Context: an optimization exercise on an open-source flow, tuned for small area. The choices shown serve that exercise and are no tape-out recipe. The RTL was checked by simulation tests, not by an equivalence proof against the original design. No driver is modelled on the clock port, so clock power and skew are understated where the tree is cut down; a real chip needs a root buffer or a tree.

== old ==
==> flow/design.v (excerpt) <==
module system(
	input logic CLOCK_50,
	input logic RESET_N,
	input logic KEY0,
	input logic [3:0] COLUMN_N,
	output logic [3:0] ROW_N,
	output logic [7:0] LEDG,
	output logic [7:0] LEDR,
	output logic [6:0] HEX0,
	output logic [6:0] HEX1,
	output logic [6:0] HEX2,
	output logic [6:0] HEX4,
	output logic [6:0] HEX5,
	output logic [6:0] HEX6
	);
wire ready;
wire [3:0] key;
controller c0 (
	.clk(CLOCK_50),
	.reset_n(RESET_N),
	.rowN(ROW_N),
	.columnN(COLUMN_N),
	.key(key),
	.ready(ready)
	);
alu a0(
	.clk(CLOCK_50),
	.reset(RESET_N & (~&key | ~KEY0)),
	.released(~ready),
	.key(key),
	.HEX0(HEX0),
	.HEX1(HEX1),
	.HEX2(HEX2),
	.HEX4(HEX4),
	.HEX5(HEX5),
	.HEX6(HEX6),
	.LEDR(LEDR),
	.LEDG(LEDG)
	);
endmodule
For scale: ~550 cells after synthesis, ~77 flip-flops, about 3900 sq um of cells after synthesis.
clock: 12.0 ns
lec_check: 0
cap_margin: 20
core_margin: 2
core_utilization: 78
slew_margin: 20
standard.sh (not shown) runs the stock make flow with config.mk's settings and CLKGATE_MAP_FILE= SYNTH_SCRIPT=/design/flow/synth_recipe.tcl, a recipe that flattens the netlist after the stock synthesis.
==> flow/flow/run.sh <==
#!/bin/bash
# Standard ORFS layout with: area-oriented synthesis mapping (my_synth.tcl),
# small port buffers, and a one-level clock tree (cts_pre.tcl).
set -euo pipefail
HERE=$(pwd)
export FLOW_FLOW_DIR=$HERE/flow
bash standard.sh \
  SYNTH_SCRIPT=$HERE/flow/my_synth.tcl \
  "BUFFER_PORTS_ARGS=-buffer_cell sky130_fd_sc_hd__buf_1" \
  SKIP_REPAIR_TIE_FANOUT=1 \
  PRE_CTS_TCL=$HERE/flow/cts_pre.tcl \
  finish > flow_make.log 2>&1
Other scripts of this flow, unchanged in this note and not shown: flow/flow/cts_pre.tcl, flow/flow/my_cts.tcl, flow/flow/my_synth.tcl
For new, these inputs were changed with respect to old:
- CORE_UTILIZATION changed from 78 to 65
## What came out
new: all stages complete, timing, DRC and antenna checks passed. [compare] base=old new=new: share of the clock period used by the worst path after layout lower, global-route wire length before repair now smaller. In the metrics for new and old, the one carrying the lower number of global-route vias before repair is new. The setup violation total in the final timing report was comparable across new and old. Summary of new over old: met1 routing resource usage after global routing fell by 13 points; routed wire length fell by about 20%; growth of design area from synthesis to finish rose by 0.26 points. Reported for new and old, final setup TNS turned out identical to the last digit. Clock skew: new lower than old.
In every run of this note, the design's own scripts or RTL, not TritonCTS, make the clock network.

---

Starting RTL as in the previous note.
Design system, start of the top module:
module system(
	input logic CLOCK_50,
	input logic RESET_N,
	input logic KEY0,
	input logic [3:0] COLUMN_N,
	output logic [3:0] ROW_N,
	output logic [7:0] LEDG,
	output logic [7:0] LEDR,
	output logic [6:0] HEX0,
	output logic [6:0] HEX1,
	output logic [6:0] HEX2,
	output logic [6:0] HEX4,
	output logic [6:0] HEX5,
	output logic [6:0] HEX6
	);
Settings: LEC_CHECK=0, CAP_MARGIN=20, CORE_MARGIN=2, CORE_UTILIZATION=40, SLEW_MARGIN=20; clock period 12.0 ns.
Scripts as last shown in full above: flow/flow/run.sh
Other scripts of this flow, unchanged in this note and not shown: flow/flow/abc_a.script, flow/flow/abc_d1.script, flow/flow/abc_d2.script, flow/flow/abc_d3.script, flow/flow/cts_pre.tcl, flow/flow/my_cts.tcl, flow/flow/my_synth.tcl
Rerun with:
--- a/flow/flow/run.sh
+++ b/flow/flow/run.sh
@@ -8,5 +8,4 @@
   SYNTH_SCRIPT=$HERE/flow/my_synth.tcl \
   "BUFFER_PORTS_ARGS=-buffer_cell sky130_fd_sc_hd__buf_1" \
-  SKIP_REPAIR_TIE_FANOUT=1 \
   PRE_CTS_TCL=$HERE/flow/cts_pre.tcl \
   finish > flow_make.log 2>&1
After rerunning:
- The changed run completed without violations
- setup slack got worse by 13 ps
- first-iteration DRC count grows by 22%
- synthesized cell count does not change
- die area is unchanged
- sequential cell count stays the same
No run of this note takes its clock network from TritonCTS; it comes from the design's own scripts or RTL.

---

oak:
system, a different RTL version from the one above (not shown whole).
Size in the first run: roughly 600 cells after synthesis, about 77 flip-flops, about 69 I/O pins, roughly 4200 um2 of cells after synthesis.
clock: 12.0 ns
lec_check: 0
cap_margin: 20
core_margin: 2
core_utilization: 40
slew_margin: 20
==> flow/flow/run.sh <==
#!/bin/bash
# Standard ORFS layout with: area-oriented synthesis mapping (my_synth.tcl),
# small port buffers, and a clock tree without dummy loads.
set -euo pipefail
HERE=$(pwd)
export FLOW_FLOW_ABC_SCRIPT=$HERE/flow/area.abc
bash standard.sh \
  SYNTH_SCRIPT=$HERE/flow/my_synth.tcl \
  "BUFFER_PORTS_ARGS=-buffer_cell sky130_fd_sc_hd__buf_1" \
  "CTS_ARGS=-sink_clustering_enable -repair_clock_nets -dont_use_dummy_load -buf_list {sky130_fd_sc_hd__clkbuf_2 sky130_fd_sc_hd__clkbuf_4 sky130_fd_sc_hd__clkbuf_8}" \
  finish > flow_make.log 2>&1
==> flow/flow/area.abc <==
strash
balance; rewrite; refactor; balance; rewrite; rewrite -z; balance; refactor -z; rewrite -z; balance
balance -l; resub -K 6 -l; rewrite -l; resub -K 6 -N 2 -l; refactor -l; resub -K 8 -l; balance -l; resub -K 8 -N 2 -l; rewrite -l; resub -K 10 -l; rewrite -z -l; resub -K 10 -N 2 -l; balance -l; resub -K 12 -l; refactor -z -l; resub -K 12 -N 2 -l; rewrite -z -l; balance -l
dch -f
amap
topo
stime -c
==> flow/flow/my_synth.tcl <==
# The standard flow's synthesis (synth_recipe.tcl), with two changes to the mapping only:
# no full/half-adder extraction, and an area-oriented ABC script.
# Registers are inferred and mapped exactly as in the standard synthesis.
proc synth {args} { yosys synth -nofsm -noshare {*}$args }
proc extract_fa {args} { puts "extract_fa skipped" }
proc abc {args} {
  set i [lsearch -exact $args -script]
  if { $i >= 0 } { lset args [expr { $i + 1 }] $::env(FLOW_FLOW_ABC_SCRIPT) }
  yosys abc {*}$args
}
source $::env(SCRIPTS_DIR)/synth.tcl
# left out here: clear keep_hierarchy, flatten, clean up, hide names made inside functions, write 1_2_yosys.v
Input-level comparison between pine and oak:
==> flow/run.sh (new file) <==
#!/bin/bash
# synth_recipe.tcl (not shown) runs the flow's synth.tcl, then flattens the netlist and writes it again
# the make line also repeats each setting of config.mk as NAME=value (left out here)
make -C /OpenROAD-flow-scripts/flow DESIGN_CONFIG=/design/flow/config.mk WORK_HOME=/design/flow/orfs CLKGATE_MAP_FILE= SYNTH_SCRIPT=/design/flow/synth_recipe.tcl finish
removed: flow/flow/run.sh
removed: flow/flow/area.abc
removed: flow/flow/my_synth.tcl
removed: flow/standard.sh
--- outcome ---
- Number of vias in the routed layout ended up 931 higher on pine than on oak.
- From oak to pine the numbers moved as follows: final routed wirelength across all metal layers +about 34%; global-route usage saw a decrease; multi-input gate share of the layout cell area went up.
- For the met3 capacity usage during global routing, pine came in 0.37 points lower than oak did.
- Area added between synthesis and finish came out higher on pine than on oak.
[inputs] birch vs pine
==> flow/flow/run.sh (new file) <==
#!/bin/bash
# Standard ORFS layout; only the synthesis mapping differs (see my_synth.tcl).
set -euo pipefail
HERE=$(pwd)
export FLOW_FLOW_ABC_SCRIPT=$HERE/flow/area.abc
bash standard.sh SYNTH_SCRIPT=$HERE/flow/my_synth.tcl finish > flow_make.log 2>&1
==> flow/flow/area.abc (new file) <==
strash
balance; rewrite; refactor; balance; rewrite; rewrite -z; balance; refactor -z; rewrite -z; balance
balance -l; resub -K 6 -l; rewrite -l; resub -K 6 -N 2 -l; refactor -l; resub -K 8 -l; balance -l; resub -K 8 -N 2 -l; rewrite -l; resub -K 10 -l; rewrite -z -l; resub -K 10 -N 2 -l; balance -l; resub -K 12 -l; refactor -z -l; resub -K 12 -N 2 -l; rewrite -z -l; balance -l
dch -f
amap
topo
stime -c
==> flow/flow/my_synth.tcl (new file) <==
# The standard flow's synthesis (synth_recipe.tcl), with two changes to the mapping only:
# no full/half-adder extraction, and an area-oriented ABC script.
# Registers are inferred and mapped exactly as in the standard synthesis.
proc synth {args} { yosys synth -nofsm -noshare {*}$args }
proc extract_fa {args} { puts "extract_fa skipped" }
proc abc {args} {
  set i [lsearch -exact $args -script]
  if { $i >= 0 } { lset args [expr { $i + 1 }] $::env(FLOW_FLOW_ABC_SCRIPT) }
  yosys abc {*}$args
}
source $::env(SCRIPTS_DIR)/synth.tcl
# left out here: clear keep_hierarchy, flatten, clean up, hide names made inside functions, write 1_2_yosys.v
==> flow/standard.sh (new file) <==
#!/bin/bash
# synth_recipe.tcl (not shown) runs the flow's synth.tcl, then flattens the netlist and writes it again
# the make line also repeats each setting of config.mk as NAME=value (left out here)
make -C /OpenROAD-flow-scripts/flow DESIGN_CONFIG=/design/flow/config.mk WORK_HOME=/design/flow/orfs CLKGATE_MAP_FILE= SYNTH_SCRIPT=/design/flow/synth_recipe.tcl "${@:-finish}"
removed: flow/run.sh
## What came out
birch closes out successfully: all stages finished, all timing, DRC and antenna checks passed.
birch vs pine: total stage count of the critical path up by more than 10%
pine reports its startpoint of the most critical setup path as a0.m0.read[1]$_SDFFE_PP1P_ while birch reports a0.m0.read[10]$_SDFFE_PP1P_.
Taking pine as the reference, in birch final critical-path setup slack up 580 ps, simple-gate share of the synthesized area up 6.8 points, mux contribution to synthesized area down 4.7 points, worst hold slack down 4.9 ps, via count down 841.
Changes in maple relative to birch:
- setting ABC_AREA to 1 for the first time
==> flow/run.sh (new file) <==
#!/bin/bash
# synth_recipe.tcl (not shown) runs the flow's synth.tcl, then flattens the netlist and writes it again
# the make line also repeats each setting of config.mk as NAME=value (left out here)
make -C /OpenROAD-flow-scripts/flow DESIGN_CONFIG=/design/flow/config.mk WORK_HOME=/design/flow/orfs CLKGATE_MAP_FILE= SYNTH_SCRIPT=/design/flow/synth_recipe.tcl finish
removed: flow/flow/run.sh
removed: flow/flow/area.abc
removed: flow/flow/my_synth.tcl
removed: flow/standard.sh
--- outcome ---
- In the metrics for maple and birch, the one carrying the higher total detailed-routing wirelength is maple.
- Diff birch -> maple: cell count after synthesis grew by 46%; area share of and/or/nand/nor cells after synthesis grew by 7.0 points.
- maple leaves more setup margin than birch.
- Cmp maple and birch / last weighted congestion value of the routability-driven placer / higher: birch

==> re-timing with driven ports <==
The results above use ideal ports. As a check the final layouts listed here were re-extracted and re-timed, cells and wires unchanged. Step 1 sets driving cells, clkbuf_16 on the clock port and buf_2 on the other inputs (assumed; they add their load-dependent delay and slew). Step 2 times the ports against the registers' clock, not the clock port: input delays grow and output delays shrink by t, the midpoint of the rising clock arrivals with the driver on. Slacks: no drivers / after step 1 / after step 2; pairs: no drivers / after step 1.
| run | t (ns) | setup WS [ns] | hold WS [ns] |
|---|---|---|---|
| old | 0.222 | 1.147 / 1.092 / 1.313 | 0.385 / 0.385 / 0.385 |
| new | 0.216 | 1.447 / 1.392 / 1.608 | 0.383 / 0.383 / 0.383 |
| the first run of note 2 | 0.213 | 1.285 / 1.228 / 1.441 | 0.378 / 0.378 / 0.378 |
| the second run of note 2 | 0.214 | 1.272 / 1.214 / 1.428 | 0.387 / 0.387 / 0.387 |
| oak | 0.361 | 1.882 / 1.854 / 2.215 | 0.415 / 0.415 / 0.415 |
| pine | 0.361 | 0.934 / 0.900 / 1.261 | 0.428 / 0.428 / 0.428 |
| birch | 0.376 | 1.516 / 1.490 / 1.866 | 0.423 / 0.423 / 0.423 |
| maple | 0.372 | 2.083 / 2.050 / 2.422 | 0.428 / 0.428 / 0.428 |
After both steps setup and hold are still met in every run listed.
